What follows belongs to an exercise in optimizing a design on an open flow for small area and a short achievable clock period; a production flow would make more cautious choices.
For this run, only the layout was checked, not whether the RTL still works.

===== run.sh =====
#!/bin/bash
# synth_recipe.tcl (not shown) runs the flow's synth.tcl, then flattens the netlist and writes it again
# the make line also repeats each setting of config.mk as NAME=value (left out here)
make -C /OpenROAD-flow-scripts/flow DESIGN_CONFIG=/design/flow/config.mk WORK_HOME=/design/flow/orfs CLKGATE_MAP_FILE= SYNTH_SCRIPT=/design/flow/synth_recipe.tcl finish

===== config.mk =====
export PLATFORM = sky130hd
export DESIGN_NAME = prng
export DESIGN_NICKNAME = prng
export VERILOG_FILES = /design/flow/design.v
export SDC_FILE = /design/flow/constraint.sdc
export NUM_CORES = 4
export LEC_CHECK = 0
export CAP_MARGIN = 20
export CORE_MARGIN = 2
export CORE_UTILIZATION = 40
export SLEW_MARGIN = 20

===== constraint.sdc =====
create_clock -name core_clock -period 7.0 [get_ports {clk}]
set_input_delay 1.4000 -clock core_clock [delete_from_list [all_inputs] [get_ports {clk}]]
set_output_delay 1.4000 -clock core_clock [all_outputs]
set_load 0.01 [all_outputs]

===== design.v =====
module prng (
    input logic [31:0] seed,
    output logic [31:0] rand_num,
    input logic clk,
    input logic rst
);
    logic [31:0] state;
    wire [30:0] x = state[30:0];
    wire [30:0] xn = ~state[30:0];
    wire [30:0] nxt;
    wire s1;
    wire c2;
    wire s3;
    wire c4;
    wire s5;
    wire c6;
    wire s7;
    wire c8;
    wire s9;
    wire c10;
    wire s11;
    wire c12;
    wire s13;
    wire c14;
    wire s15;
    wire c16;
    wire s17;
    wire c18;
    wire s19;
    wire c20;
    wire s21;
    wire c22;
    wire s23;
    wire c24;
    wire s25;
    wire c26;
    wire s27;
    wire c28;
    wire s29;
    wire c30;
    wire s31;
    wire c32;
    wire s33;
    wire c34;
    wire s35;
    wire c36;
    wire s37;
    wire c38;
    wire s39;
    wire c40;
    wire s41;
    wire c42;
    wire s43;
    wire c44;
    wire s45;
    wire c46;
    wire s47;
    wire c48;
    wire s49;
    wire c50;
    wire s51;
    wire c52;
    wire s53;
    wire c54;
    wire s55;
    wire c56;
    wire s57;
    wire c58;
    wire s59;
    wire c60;
    wire s61;
    wire c62;
    wire s63;
    wire c64;
    wire s65;
    wire c66;
    wire s67;
    wire c68;
    wire s69;
    wire c70;
    wire s71;
    wire c72;
    wire s73;
    wire c74;
    wire s75;
    wire c76;
    wire s77;
    wire c78;
    wire s79;
    wire c80;
    wire s81;
    wire c82;
    wire s83;
    wire c84;
    wire s85;
    wire c86;
    wire s87;
    wire c88;
    wire s89;
    wire c90;
    wire s91;
    wire c92;
    wire s93;
    wire c94;
    wire s95;
    wire c96;
    wire s97;
    wire c98;
    wire s99;
    wire c100;
    wire s101;
    wire c102;
    wire s103;
    wire c104;
    wire s105;
    wire c106;
    wire s107;
    wire c108;
    wire s109;
    wire c110;
    wire s111;
    wire c112;
    wire s113;
    wire c114;
    wire s115;
    wire c116;
    wire s117;
    wire c118;
    wire s119;
    wire c120;
    wire s121;
    wire c122;
    wire s123;
    wire c124;
    wire s125;
    wire c126;
    wire s127;
    wire c128;
    wire s129;
    wire c130;
    wire s131;
    wire c132;
    wire s133;
    wire c134;
    wire s135;
    wire c136;
    wire s137;
    wire c138;
    wire s139;
    wire c140;
    wire s141;
    wire c142;
    wire s143;
    wire c144;
    wire s145;
    wire c146;
    wire s147;
    wire c148;
    wire s149;
    wire c150;
    wire s151;
    wire c152;
    wire s153;
    wire c154;
    wire s155;
    wire c156;
    wire s157;
    wire c158;
    wire s159;
    wire c160;
    wire s161;
    wire c162;
    wire s163;
    wire c164;
    wire s165;
    wire c166;
    wire s167;
    wire c168;
    wire s169;
    wire c170;
    wire s171;
    wire c172;
    wire s173;
    wire c174;
    wire s175;
    wire c176;
    wire s177;
    wire c178;
    wire s179;
    wire c180;
    wire s181;
    wire c182;
    wire s183;
    wire c184;
    wire s185;
    wire c186;
    wire s187;
    wire c188;
    wire s189;
    wire c190;
    wire s191;
    wire c192;
    wire s193;
    wire c194;
    wire s195;
    wire c196;
    wire s197;
    wire c198;
    wire s199;
    wire c200;
    wire s201;
    wire c202;
    wire s203;
    wire c204;
    wire s205;
    wire c206;
    wire s207;
    wire c208;
    wire s209;
    wire c210;
    wire s211;
    wire c212;
    wire s213;
    wire c214;
    wire s215;
    wire c216;
    wire s217;
    wire c218;
    wire s219;
    wire c220;
    wire s221;
    wire c222;
    wire s223;
    wire c224;
    wire s225;
    wire c226;
    wire s227;
    wire c228;
    wire s229;
    wire c230;
    wire s231;
    wire c232;
    wire s233;
    wire c234;
    wire s235;
    wire c236;
    wire s237;
    wire c238;
    wire s239;
    wire c240;
    wire s241;
    wire c242;
    wire s243;
    wire c244;
    wire s245;
    wire c246;
    wire s247;
    wire c248;
    wire s249;
    wire c250;
    wire s251;
    wire c252;
    wire s253;
    wire c254;
    wire s255;
    wire c256;
    wire s257;
    wire c258;
    wire s259;
    wire c260;
    wire s261;
    wire c262;
    wire s263;
    wire c264;
    wire s265;
    wire c266;
    wire s267;
    wire c268;
    wire s269;
    wire c270;
    wire s271;
    wire c272;
    wire s273;
    wire c274;
    wire s275;
    wire c276;
    wire s277;
    wire c278;
    wire s279;
    wire c280;
    wire s281;
    wire c282;
    wire s283;
    wire c284;
    wire s285;
    wire c286;
    wire s287;
    wire c288;
    wire s289;
    wire c290;
    wire s291;
    wire s292;
    wire s293;
    wire s294;
    wire s295;
    wire s296;
    wire s297;
    wire s298;
    wire s299;
    wire s300;
    assign s1 = 1'b0 ^ ~x[2] ^ x[0];
    assign c2 = (1'b0 & ~x[2]) | (x[0] & (1'b0 ^ ~x[2]));
    assign s3 = 1'b0 ^ x[1] ^ c2;
    assign c4 = (1'b0 & x[1]) | (c2 & (1'b0 ^ x[1]));
    assign s5 = x[2] ^ x[0] ^ c4;
    assign c6 = (x[2] & x[0]) | (c4 & (x[2] ^ x[0]));
    assign s7 = x[3] ^ x[1] ^ c6;
    assign c8 = (x[3] & x[1]) | (c6 & (x[3] ^ x[1]));
    assign s9 = 1'b0 ^ x[4] ^ x[2];
    assign c10 = (1'b0 & x[4]) | (x[2] & (1'b0 ^ x[4]));
    assign s11 = ~x[6] ^ s9 ^ c8;
    assign c12 = (~x[6] & s9) | (c8 & (~x[6] ^ s9));
    assign s13 = x[5] ^ x[3] ^ c10;
    assign c14 = (x[5] & x[3]) | (c10 & (x[5] ^ x[3]));
    assign s15 = x[7] ^ x[0] ^ ~s13;
    assign c16 = (x[7] & x[0]) | (~s13 & (x[7] ^ x[0]));
    assign s17 = x[6] ^ x[4] ^ c14;
    assign c18 = (x[6] & x[4]) | (c14 & (x[6] ^ x[4]));
    assign s19 = x[8] ^ x[1] ^ c16;
    assign c20 = (x[8] & x[1]) | (c16 & (x[8] ^ x[1]));
    assign s21 = 1'b0 ^ x[7] ^ x[5];
    assign c22 = (1'b0 & x[7]) | (x[5] & (1'b0 ^ x[7]));
    assign s23 = x[0] ^ s21 ^ c18;
    assign c24 = (x[0] & s21) | (c18 & (x[0] ^ s21));
    assign s25 = x[9] ^ x[2] ^ c20;
    assign c26 = (x[9] & x[2]) | (c20 & (x[9] ^ x[2]));
    assign s27 = x[8] ^ x[6] ^ x[1];
    assign c28 = (x[8] & x[6]) | (x[1] & (x[8] ^ x[6]));
    assign s29 = c22 ^ s27 ^ c24;
    assign c30 = (c22 & s27) | (c24 & (c22 ^ s27));
    assign s31 = x[10] ^ x[3] ^ c26;
    assign c32 = (x[10] & x[3]) | (c26 & (x[10] ^ x[3]));
    assign s33 = x[9] ^ x[7] ^ x[2];
    assign c34 = (x[9] & x[7]) | (x[2] & (x[9] ^ x[7]));
    assign s35 = x[11] ^ x[4] ^ ~c28;
    assign c36 = (x[11] & x[4]) | (~c28 & (x[11] ^ x[4]));
    assign s37 = s33 ^ ~s35 ^ c30;
    assign c38 = (s33 & ~s35) | (c30 & (s33 ^ ~s35));
    assign s39 = 1'b0 ^ x[10] ^ x[8];
    assign c40 = (1'b0 & x[10]) | (x[8] & (1'b0 ^ x[10]));
    assign s41 = x[12] ^ x[5] ^ x[0];
    assign c42 = (x[12] & x[5]) | (x[0] & (x[12] ^ x[5]));
    assign s43 = x[3] ^ c34 ^ s39;
    assign c44 = (x[3] & c34) | (s39 & (x[3] ^ c34));
    assign s45 = s41 ^ c36 ^ ~s43;
    assign c46 = (s41 & c36) | (~s43 & (s41 ^ c36));
    assign s47 = 1'b0 ^ x[11] ^ x[9];
    assign c48 = (1'b0 & x[11]) | (x[9] & (1'b0 ^ x[11]));
    assign s49 = x[13] ^ x[6] ^ x[1];
    assign c50 = (x[13] & x[6]) | (x[1] & (x[13] ^ x[6]));
    assign s51 = x[4] ^ c40 ^ s47;
    assign c52 = (x[4] & c40) | (s47 & (x[4] ^ c40));
    assign s53 = c42 ^ s49 ^ c46;
    assign c54 = (c42 & s49) | (c46 & (c42 ^ s49));
    assign s55 = c44 ^ s51 ^ ~s53;
    assign c56 = (c44 & s51) | (~s53 & (c44 ^ s51));
    assign s57 = x[12] ^ x[10] ^ x[5];
    assign c58 = (x[12] & x[10]) | (x[5] & (x[12] ^ x[10]));
    assign s59 = x[14] ^ x[7] ^ x[2];
    assign c60 = (x[14] & x[7]) | (x[2] & (x[14] ^ x[7]));
    assign s61 = x[0] ^ c50 ^ s59;
    assign c62 = (x[0] & c50) | (s59 & (x[0] ^ c50));
    assign s63 = c48 ^ s57 ^ c52;
    assign c64 = (c48 & s57) | (c52 & (c48 ^ s57));
    assign s65 = s61 ^ ~s63 ^ c54;
    assign c66 = (s61 & ~s63) | (c54 & (s61 ^ ~s63));
    assign s67 = x[13] ^ x[11] ^ x[6];
    assign c68 = (x[13] & x[11]) | (x[6] & (x[13] ^ x[11]));
    assign s69 = x[15] ^ x[8] ^ x[3];
    assign c70 = (x[15] & x[8]) | (x[3] & (x[15] ^ x[8]));
    assign s71 = x[1] ^ c60 ^ s69;
    assign c72 = (x[1] & c60) | (s69 & (x[1] ^ c60));
    assign s73 = c58 ^ s67 ^ c64;
    assign c74 = (c58 & s67) | (c64 & (c58 ^ s67));
    assign s75 = c62 ^ s71 ^ c66;
    assign c76 = (c62 & s71) | (c66 & (c62 ^ s71));
    assign s77 = x[14] ^ x[12] ^ x[7];
    assign c78 = (x[14] & x[12]) | (x[7] & (x[14] ^ x[12]));
    assign s79 = x[16] ^ x[9] ^ x[4];
    assign c80 = (x[16] & x[9]) | (x[4] & (x[16] ^ x[9]));
    assign s81 = x[2] ^ c70 ^ s79;
    assign c82 = (x[2] & c70) | (s79 & (x[2] ^ c70));
    assign s83 = c68 ^ s77 ^ c74;
    assign c84 = (c68 & s77) | (c74 & (c68 ^ s77));
    assign s85 = c72 ^ s81 ^ c76;
    assign c86 = (c72 & s81) | (c76 & (c72 ^ s81));
    assign s87 = 1'b0 ^ x[15] ^ x[13];
    assign c88 = (1'b0 & x[15]) | (x[13] & (1'b0 ^ x[15]));
    assign s89 = x[17] ^ x[10] ^ x[5];
    assign c90 = (x[17] & x[10]) | (x[5] & (x[17] ^ x[10]));
    assign s91 = x[8] ^ x[0] ^ c78;
    assign c92 = (x[8] & x[0]) | (c78 & (x[8] ^ x[0]));
    assign s93 = x[3] ^ c80 ^ s89;
    assign c94 = (x[3] & c80) | (s89 & (x[3] ^ c80));
    assign s95 = s87 ^ s91 ^ c84;
    assign c96 = (s87 & s91) | (c84 & (s87 ^ s91));
    assign s97 = c82 ^ s93 ^ c86;
    assign c98 = (c82 & s93) | (c86 & (c82 ^ s93));
    assign s99 = x[16] ^ x[14] ^ x[9];
    assign c100 = (x[16] & x[14]) | (x[9] & (x[16] ^ x[14]));
    assign s101 = x[18] ^ x[11] ^ x[6];
    assign c102 = (x[18] & x[11]) | (x[6] & (x[18] ^ x[11]));
    assign s103 = x[1] ^ c88 ^ s99;
    assign c104 = (x[1] & c88) | (s99 & (x[1] ^ c88));
    assign s105 = x[4] ^ c90 ^ s101;
    assign c106 = (x[4] & c90) | (s101 & (x[4] ^ c90));
    assign s107 = c92 ^ ~c94 ^ s103;
    assign c108 = (c92 & ~c94) | (s103 & (c92 ^ ~c94));
    assign s109 = ~s105 ^ s107 ^ c96;
    assign c110 = (~s105 & s107) | (c96 & (~s105 ^ s107));
    assign s111 = x[17] ^ x[15] ^ x[10];
    assign c112 = (x[17] & x[15]) | (x[10] & (x[17] ^ x[15]));
    assign s113 = x[19] ^ x[12] ^ x[7];
    assign c114 = (x[19] & x[12]) | (x[7] & (x[19] ^ x[12]));
    assign s115 = x[5] ^ x[0] ^ c102;
    assign c116 = (x[5] & x[0]) | (c102 & (x[5] ^ x[0]));
    assign s117 = x[2] ^ c100 ^ s111;
    assign c118 = (x[2] & c100) | (s111 & (x[2] ^ c100));
    assign s119 = s113 ^ c106 ^ s115;
    assign c120 = (s113 & c106) | (s115 & (s113 ^ c106));
    assign s121 = c104 ^ s117 ^ c108;
    assign c122 = (c104 & s117) | (c108 & (c104 ^ s117));
    assign s123 = ~s119 ^ s121 ^ c110;
    assign c124 = (~s119 & s121) | (c110 & (~s119 ^ s121));
    assign s125 = x[18] ^ x[16] ^ x[11];
    assign c126 = (x[18] & x[16]) | (x[11] & (x[18] ^ x[16]));
    assign s127 = x[20] ^ x[13] ^ x[8];
    assign c128 = (x[20] & x[13]) | (x[8] & (x[20] ^ x[13]));
    assign s129 = x[6] ^ x[1] ^ c114;
    assign c130 = (x[6] & x[1]) | (c114 & (x[6] ^ x[1]));
    assign s131 = x[3] ^ c112 ^ s125;
    assign c132 = (x[3] & c112) | (s125 & (x[3] ^ c112));
    assign s133 = s127 ^ c116 ^ s129;
    assign c134 = (s127 & c116) | (s129 & (s127 ^ c116));
    assign s135 = c118 ^ s131 ^ c122;
    assign c136 = (c118 & s131) | (c122 & (c118 ^ s131));
    assign s137 = c120 ^ s133 ^ ~s135;
    assign c138 = (c120 & s133) | (~s135 & (c120 ^ s133));
    assign s139 = x[19] ^ x[17] ^ x[12];
    assign c140 = (x[19] & x[17]) | (x[12] & (x[19] ^ x[17]));
    assign s141 = x[21] ^ x[14] ^ x[9];
    assign c142 = (x[21] & x[14]) | (x[9] & (x[21] ^ x[14]));
    assign s143 = x[7] ^ x[2] ^ c128;
    assign c144 = (x[7] & x[2]) | (c128 & (x[7] ^ x[2]));
    assign s145 = x[4] ^ c126 ^ s139;
    assign c146 = (x[4] & c126) | (s139 & (x[4] ^ c126));
    assign s147 = s141 ^ c130 ^ s143;
    assign c148 = (s141 & c130) | (s143 & (s141 ^ c130));
    assign s149 = c132 ^ s145 ^ c136;
    assign c150 = (c132 & s145) | (c136 & (c132 ^ s145));
    assign s151 = c134 ^ s147 ^ c138;
    assign c152 = (c134 & s147) | (c138 & (c134 ^ s147));
    assign s153 = 1'b0 ^ x[20] ^ x[18];
    assign c154 = (1'b0 & x[20]) | (x[18] & (1'b0 ^ x[20]));
    assign s155 = x[22] ^ x[15] ^ x[10];
    assign c156 = (x[22] & x[15]) | (x[10] & (x[22] ^ x[15]));
    assign s157 = x[13] ^ x[5] ^ x[0];
    assign c158 = (x[13] & x[5]) | (x[0] & (x[13] ^ x[5]));
    assign s159 = x[8] ^ x[3] ^ c142;
    assign c160 = (x[8] & x[3]) | (c142 & (x[8] ^ x[3]));
    assign s161 = c140 ^ s153 ^ s157;
    assign c162 = (c140 & s153) | (s157 & (c140 ^ s153));
    assign s163 = s155 ^ c144 ^ s159;
    assign c164 = (s155 & c144) | (s159 & (s155 ^ c144));
    assign s165 = c146 ^ s161 ^ c150;
    assign c166 = (c146 & s161) | (c150 & (c146 ^ s161));
    assign s167 = c148 ^ s163 ^ c152;
    assign c168 = (c148 & s163) | (c152 & (c148 ^ s163));
    assign s169 = x[21] ^ x[19] ^ x[14];
    assign c170 = (x[21] & x[19]) | (x[14] & (x[21] ^ x[19]));
    assign s171 = x[23] ^ x[16] ^ x[11];
    assign c172 = (x[23] & x[16]) | (x[11] & (x[23] ^ x[16]));
    assign s173 = x[6] ^ x[1] ^ c154;
    assign c174 = (x[6] & x[1]) | (c154 & (x[6] ^ x[1]));
    assign s175 = x[9] ^ x[4] ^ c156;
    assign c176 = (x[9] & x[4]) | (c156 & (x[9] ^ x[4]));
    assign s177 = c158 ^ s169 ^ c162;
    assign c178 = (c158 & s169) | (c162 & (c158 ^ s169));
    assign s179 = s171 ^ c160 ^ s175;
    assign c180 = (s171 & c160) | (s175 & (s171 ^ c160));
    assign s181 = s173 ^ ~c164 ^ s177;
    assign c182 = (s173 & ~c164) | (s177 & (s173 ^ ~c164));
    assign s183 = ~s179 ^ s181 ^ c166;
    assign c184 = (~s179 & s181) | (c166 & (~s179 ^ s181));
    assign s185 = x[22] ^ x[20] ^ x[15];
    assign c186 = (x[22] & x[20]) | (x[15] & (x[22] ^ x[20]));
    assign s187 = x[24] ^ x[17] ^ x[12];
    assign c188 = (x[24] & x[17]) | (x[12] & (x[24] ^ x[17]));
    assign s189 = x[7] ^ x[2] ^ c170;
    assign c190 = (x[7] & x[2]) | (c170 & (x[7] ^ x[2]));
    assign s191 = x[10] ^ x[5] ^ c172;
    assign c192 = (x[10] & x[5]) | (c172 & (x[10] ^ x[5]));
    assign s193 = s185 ^ c174 ^ s189;
    assign c194 = (s185 & c174) | (s189 & (s185 ^ c174));
    assign s195 = s187 ^ c176 ^ s191;
    assign c196 = (s187 & c176) | (s191 & (s187 ^ c176));
    assign s197 = c178 ^ s193 ^ c182;
    assign c198 = (c178 & s193) | (c182 & (c178 ^ s193));
    assign s199 = c180 ^ s195 ^ ~s197;
    assign c200 = (c180 & s195) | (~s197 & (c180 ^ s195));
    assign s201 = x[23] ^ x[21] ^ x[16];
    assign c202 = (x[23] & x[21]) | (x[16] & (x[23] ^ x[21]));
    assign s203 = x[25] ^ x[18] ^ x[13];
    assign c204 = (x[25] & x[18]) | (x[13] & (x[25] ^ x[18]));
    assign s205 = x[11] ^ x[6] ^ x[0];
    assign c206 = (x[11] & x[6]) | (x[0] & (x[11] ^ x[6]));
    assign s207 = x[8] ^ x[3] ^ c186;
    assign c208 = (x[8] & x[3]) | (c186 & (x[8] ^ x[3]));
    assign s209 = c188 ^ s203 ^ s205;
    assign c210 = (c188 & s203) | (s205 & (c188 ^ s203));
    assign s211 = s201 ^ c190 ^ s207;
    assign c212 = (s201 & c190) | (s207 & (s201 ^ c190));
    assign s213 = c192 ^ s209 ^ c196;
    assign c214 = (c192 & s209) | (c196 & (c192 ^ s209));
    assign s215 = c194 ^ s211 ^ c198;
    assign c216 = (c194 & s211) | (c198 & (c194 ^ s211));
    assign s217 = s213 ^ c200 ^ ~s215;
    assign c218 = (s213 & c200) | (~s215 & (s213 ^ c200));
    assign s219 = x[24] ^ x[22] ^ x[17];
    assign c220 = (x[24] & x[22]) | (x[17] & (x[24] ^ x[22]));
    assign s221 = x[26] ^ x[19] ^ x[14];
    assign c222 = (x[26] & x[19]) | (x[14] & (x[26] ^ x[19]));
    assign s223 = x[12] ^ x[7] ^ x[1];
    assign c224 = (x[12] & x[7]) | (x[1] & (x[12] ^ x[7]));
    assign s225 = x[9] ^ x[4] ^ c202;
    assign c226 = (x[9] & x[4]) | (c202 & (x[9] ^ x[4]));
    assign s227 = c204 ^ c206 ^ s221;
    assign c228 = (c204 & c206) | (s221 & (c204 ^ c206));
    assign s229 = s219 ^ c208 ^ s225;
    assign c230 = (s219 & c208) | (s225 & (s219 ^ c208));
    assign s231 = s223 ^ c210 ^ s227;
    assign c232 = (s223 & c210) | (s227 & (s223 ^ c210));
    assign s233 = c212 ^ s229 ^ c216;
    assign c234 = (c212 & s229) | (c216 & (c212 ^ s229));
    assign s235 = s231 ^ c214 ^ c218;
    assign c236 = (s231 & c214) | (c218 & (s231 ^ c214));
    assign s237 = x[25] ^ x[23] ^ x[18];
    assign c238 = (x[25] & x[23]) | (x[18] & (x[25] ^ x[23]));
    assign s239 = x[27] ^ x[20] ^ x[15];
    assign c240 = (x[27] & x[20]) | (x[15] & (x[27] ^ x[20]));
    assign s241 = x[13] ^ x[8] ^ x[2];
    assign c242 = (x[13] & x[8]) | (x[2] & (x[13] ^ x[8]));
    assign s243 = x[10] ^ x[5] ^ c220;
    assign c244 = (x[10] & x[5]) | (c220 & (x[10] ^ x[5]));
    assign s245 = c222 ^ c224 ^ s239;
    assign c246 = (c222 & c224) | (s239 & (c222 ^ c224));
    assign s247 = s237 ^ c226 ^ s243;
    assign c248 = (s237 & c226) | (s243 & (s237 ^ c226));
    assign s249 = s241 ^ c228 ^ s245;
    assign c250 = (s241 & c228) | (s245 & (s241 ^ c228));
    assign s251 = c230 ^ ~c232 ^ s247;
    assign c252 = (c230 & ~c232) | (s247 & (c230 ^ ~c232));
    assign s253 = ~s249 ^ s251 ^ c234;
    assign c254 = (~s249 & s251) | (c234 & (~s249 ^ s251));
    assign s255 = x[26] ^ x[24] ^ x[19];
    assign c256 = (x[26] & x[24]) | (x[19] & (x[26] ^ x[24]));
    assign s257 = x[28] ^ x[21] ^ x[16];
    assign c258 = (x[28] & x[21]) | (x[16] & (x[28] ^ x[21]));
    assign s259 = x[14] ^ x[9] ^ x[3];
    assign c260 = (x[14] & x[9]) | (x[3] & (x[14] ^ x[9]));
    assign s261 = x[11] ^ x[6] ^ c238;
    assign c262 = (x[11] & x[6]) | (c238 & (x[11] ^ x[6]));
    assign s263 = c240 ^ c242 ^ s257;
    assign c264 = (c240 & c242) | (s257 & (c240 ^ c242));
    assign s265 = s255 ^ c244 ^ s261;
    assign c266 = (s255 & c244) | (s261 & (s255 ^ c244));
    assign s267 = s259 ^ c246 ^ s263;
    assign c268 = (s259 & c246) | (s263 & (s259 ^ c246));
    assign s269 = c248 ^ s265 ^ c252;
    assign c270 = (c248 & s265) | (c252 & (c248 ^ s265));
    assign s271 = c250 ^ s267 ^ ~s269;
    assign c272 = (c250 & s267) | (~s269 & (c250 ^ s267));
    assign s273 = x[27] ^ x[25] ^ x[20];
    assign c274 = (x[27] & x[25]) | (x[20] & (x[27] ^ x[25]));
    assign s275 = x[29] ^ x[22] ^ x[17];
    assign c276 = (x[29] & x[22]) | (x[17] & (x[29] ^ x[22]));
    assign s277 = x[15] ^ x[10] ^ x[4];
    assign c278 = (x[15] & x[10]) | (x[4] & (x[15] ^ x[10]));
    assign s279 = x[12] ^ x[7] ^ c256;
    assign c280 = (x[12] & x[7]) | (c256 & (x[12] ^ x[7]));
    assign s281 = c258 ^ c260 ^ s275;
    assign c282 = (c258 & c260) | (s275 & (c258 ^ c260));
    assign s283 = s273 ^ c262 ^ s279;
    assign c284 = (s273 & c262) | (s279 & (s273 ^ c262));
    assign s285 = s277 ^ c264 ^ s281;
    assign c286 = (s277 & c264) | (s281 & (s277 ^ c264));
    assign s287 = c266 ^ s283 ^ c270;
    assign c288 = (c266 & s283) | (c270 & (c266 ^ s283));
    assign s289 = c268 ^ s285 ^ c272;
    assign c290 = (c268 & s285) | (c272 & (c268 ^ s285));
    assign s291 = x[28] ^ x[26] ^ x[21];
    assign s292 = x[30] ^ x[23] ^ x[18];
    assign s293 = x[16] ^ x[11] ^ x[5];
    assign s294 = x[13] ^ x[8] ^ c274;
    assign s295 = x[0] ^ c276 ^ c278;
    assign s296 = s292 ^ s293 ^ c282;
    assign s297 = s291 ^ c280 ^ s294;
    assign s298 = s295 ^ c286 ^ s296;
    assign s299 = c284 ^ s297 ^ c288;
    assign s300 = s298 ^ c290 ^ ~s299;
    wire [30:0] ra, rb;
    assign ra[0] = ~1'b0;
    assign rb[0] = x[0];
    assign ra[1] = x[1];
    assign rb[1] = 1'b0;
    assign ra[2] = ~s1;
    assign rb[2] = 1'b0;
    assign ra[3] = x[3];
    assign rb[3] = ~s3;
    assign ra[4] = x[4];
    assign rb[4] = ~s5;
    assign ra[5] = x[5];
    assign rb[5] = ~s7;
    assign ra[6] = ~s11;
    assign rb[6] = 1'b0;
    assign ra[7] = s15;
    assign rb[7] = ~c12;
    assign ra[8] = ~s17;
    assign rb[8] = s19;
    assign ra[9] = ~s23;
    assign rb[9] = s25;
    assign ra[10] = ~s29;
    assign rb[10] = s31;
    assign ra[11] = c32;
    assign rb[11] = ~s37;
    assign ra[12] = s45;
    assign rb[12] = ~c38;
    assign ra[13] = ~s55;
    assign rb[13] = 1'b0;
    assign ra[14] = ~c56;
    assign rb[14] = s65;
    assign ra[15] = ~s73;
    assign rb[15] = s75;
    assign ra[16] = ~s83;
    assign rb[16] = s85;
    assign ra[17] = ~s95;
    assign rb[17] = s97;
    assign ra[18] = ~s109;
    assign rb[18] = c98;
    assign ra[19] = ~s123;
    assign rb[19] = 1'b0;
    assign ra[20] = s137;
    assign rb[20] = ~c124;
    assign ra[21] = ~s149;
    assign rb[21] = s151;
    assign ra[22] = ~s165;
    assign rb[22] = s167;
    assign ra[23] = c168;
    assign rb[23] = ~s183;
    assign ra[24] = s199;
    assign rb[24] = ~c184;
    assign ra[25] = s217;
    assign rb[25] = 1'b0;
    assign ra[26] = ~s233;
    assign rb[26] = s235;
    assign ra[27] = c236;
    assign rb[27] = ~s253;
    assign ra[28] = s271;
    assign rb[28] = ~c254;
    assign ra[29] = ~s287;
    assign rb[29] = s289;
    assign ra[30] = s300;
    assign rb[30] = 1'b0;
    assign nxt = ra + rb;
    always_ff @(posedge clk) begin
        if (rst) begin
            state <= seed;
        end else begin
            state <= {1'b0, nxt};
        end
        rand_num <= state;
    end
endmodule

==> out/qor.txt <==
Outcome: finished clean
Remaining antenna violation count: 0
Row count: 47
DRT iter0 DRCs: 279
Mean area per synthesized cell: 10.3 um^2
Cell Area, Synth: 0.00672 mm^2
Initial DRT Pass Iterations: 5
Largest net degree at the start of global routing: 60
Startpoint Class: flop
H-tree depth: 3
Crit end category: flop
DP Cell Count: 936
Minimum clock period: 6170 ps
Root Buffer Master: clkbuf_16
Final Setup Violations: 0
FILL cells: 1530
Hold Crit Start: state[31]
Yosys reg bits: 64
DPL Wire Length: 15.1 mm
Area Overhead vs Synth: 18.1%
HP Class: flop to flop
TritonCTS clock tree: done
Async SR Flop Fraction: 0%
Vias in the first global route: 5220
Die area: 0.0179 mm^2
Crit path kind: flop to flop
Final hold vios: 0
Initial core utilization: 40.7%
Fraction of layout cells with a size suffix above 1: 5.87%
Netlist cell types: 60
IO Pins: 66
Setup WS post-layout: 826 ps
Via count: 4788
Fin cells: 952
Sequential share of the synthesized area: 19.1%
YS warnings: 1
RR Endpoint: state[30]
FF-to-FF Start: state[4]
Setup TNS: 0 ps
Diode count: 0
Net Count, Synth: 859
Worst EP arrival: 6420 ps
Max-slew violations: 0
Final worst-path cycle share: 88.2%
Drt drc: 0
GPL Wtd Cong: 0.985
RSZ-0062 raised after global routing: no
Routed len/inst: 19.3 um
Max Cap Viol: 0
Max FO, Critical Path: 9
Total track usage: 22.6%
Most frequent cells in the layout: inv_1, fa_1, clkdlybuf4s50_1, dfxtp_1
Grt ovf: 0
Chip width: 134 um
Hold_buf cts: 0
Commonest non-fill, non-tap cell in the layout: inv_1
CTS Sinks: 64
Dpl ws: 797 ps
Main synth FF type: dfxtp_1
First-pass GRT wire length: 29.6 mm
Clk_skew: 7.83 ps
Cells after synthesis: 654
Resize count post-CTS: 0
PortBufs: 65
Slew headroom: 34.2%
# nets final: 932
CP required: 7240 ps
Max Clock Freq: 0.162 GHz
Clk buf depth: 2
Num CTS Buffers: 9
Routed WL: 18.4 mm
Area of the core: 0.0165 mm^2
Initial antenna violation count: 0
R2R cell count: 17
Die height: 134 um
Number of flops mapped to enable cells by yosys: 0
Clock Latency Late Sink: 350 ps
WHS Endpoint: rand_num[31]
Vias per cell: 5.03
Tightest Pin Transition: 987 ps
Clk slew on worst S/H paths: 60 ps
Flop2flop setup slack: 830 ps
Min-Delay Path Depth: 0
Postcts setup bufs: 0
## through the flow
| stage | cell area (um^2) | util (%) | hold WS, ps |
|---|---|---|---|
| final | 7940 | 48.0 | 328 |
| after global routing | 7940 | 48.0 | 359 |
| after CTS | 7940 | 48.0 | 326 |
| after detailed placement | 7660 | 46.3 | 312 |
| after global placement | 7660 | 46.3 | 310 |
| after floorplan | 6720 | - | 310 |
## cell usage after synthesis, types with 3 or more instances
library cell / n / share of area [%]
inv_1: 155 / 8.7
fa_1: 136 / 40
dfxtp_1: 64 / 19
ha_1: 35 / 6.5
nand2_1: 35 / 2.0
o21ai_0: 35 / 2.6
xnor2_1: 28 / 3.6
nor2_1: 22 / 1.2
a21oi_1: 15 / 1.1
xor2_1: 11 / 1.4
nand3_1: 10 / 0.74
a21o_1: 9 / 1.0
a31oi_1: 9 / 0.84
clkbuf_1: 7 / 0.39
nor3_1: 5 / 0.37
mux2_2: 4 / 0.67
a211oi_1: 3 / 0.33
and3b_1: 3 / 0.39
buf_2: 3 / 0.22
nand2b_1: 3 / 0.28
nor2b_1: 3 / 0.28
o21a_1: 3 / 0.33
o21bai_1: 3 / 0.33
## sequential cells by signal, summed over array words and instances, names as in the netlist
register,cells
state,32
rand_num,32
## worst max path at each step
stage / from / end / slack, ps / cells after the start
after global placement: state[4] / state[30] / 920 / 17
final: state[4] / state[30] / 830 / 17
after floorplan: state[9] / state[30] / 1270 / 17
after CTS: state[4] / state[30] / 800 / 17
after global routing: state[4] / state[30] / 530 / 17
after detailed placement: state[4] / state[30] / 800 / 17
## cell families (layout without fill, tap and decap cells)
group	count (synthesis)	count (layout)	share of synthesized area, %
AND/OR/NAND/NOR	103	103	8.00
adder cells (fa/ha/maj)	171	171	47.0
multiplexers	6	6	0.968
buffers and inverters	167	245	9.38
flip-flops	64	64	19.1
XOR/XNOR	39	39	5.08
AO/OA/AOI/OAI	104	104	10.5
## layer usage
layer / track usage [%] / vias to the layer above / wire, um
met3: 5.29 / 34 / 1210
met4: 7.68 / 0 / 494
met1: 30.8 / 2408 / 8090
li1: - / 2192 / -
met5: 0 / - / 0
met2: 35.6 / 154 / 8590
## critical path, cell delays in order, from the launching register on
cell and delay (ps):
dfxtp_1 680, inv_1 290, fa_1 450, fa_1 420
fa_1 430, fa_1 400, fa_1 390, fa_1 390
fa_1 370, inv_1 70, fa_1 420, ha_1 390
a21o_1 190, a311o_1 340, o221a_2 280, a31oi_1 210
xnor2_1 80, mux2_2 260
## area by class of cell
cell class	instances	area, um^2	area share, %
Clock buffer	9	225	2.84
Clock inverter	7	55.1	0.693
Inverter	156	586	7.38
Multi-Input combinational cell	423	4810	60.6
Sequential cell	64	1280	16.1
Tap cell	220	275	3.47
Timing Repair Buffer	73	706	8.89

[static timing again, ports no longer ideal]
Ports are ideal in the flow. The routed layout listed here was re-timed in OpenROAD.
Step 1 assumes that a clkbuf_16 drives the clock port and a buf_2 every other input.
Step 2, shift: input delay + t, output delay - t, t = (earliest + latest rising clock arrival at the registers) / 2. This alone moves slack from input paths to output paths.
Slacks: no drivers / after step 1 / after step 2; pairs: no drivers / after step 1.
t (ns): 0.387
setup WS [ns]: 0.826 / 0.826 / 0.826
latest minus earliest clock arrival (ns): 0.009 / 0.008
After both steps setup and hold are still met in this run. For this run, drivers alone change the setup slack by 0.000 ns; drivers and shift together by 0.000 ns.
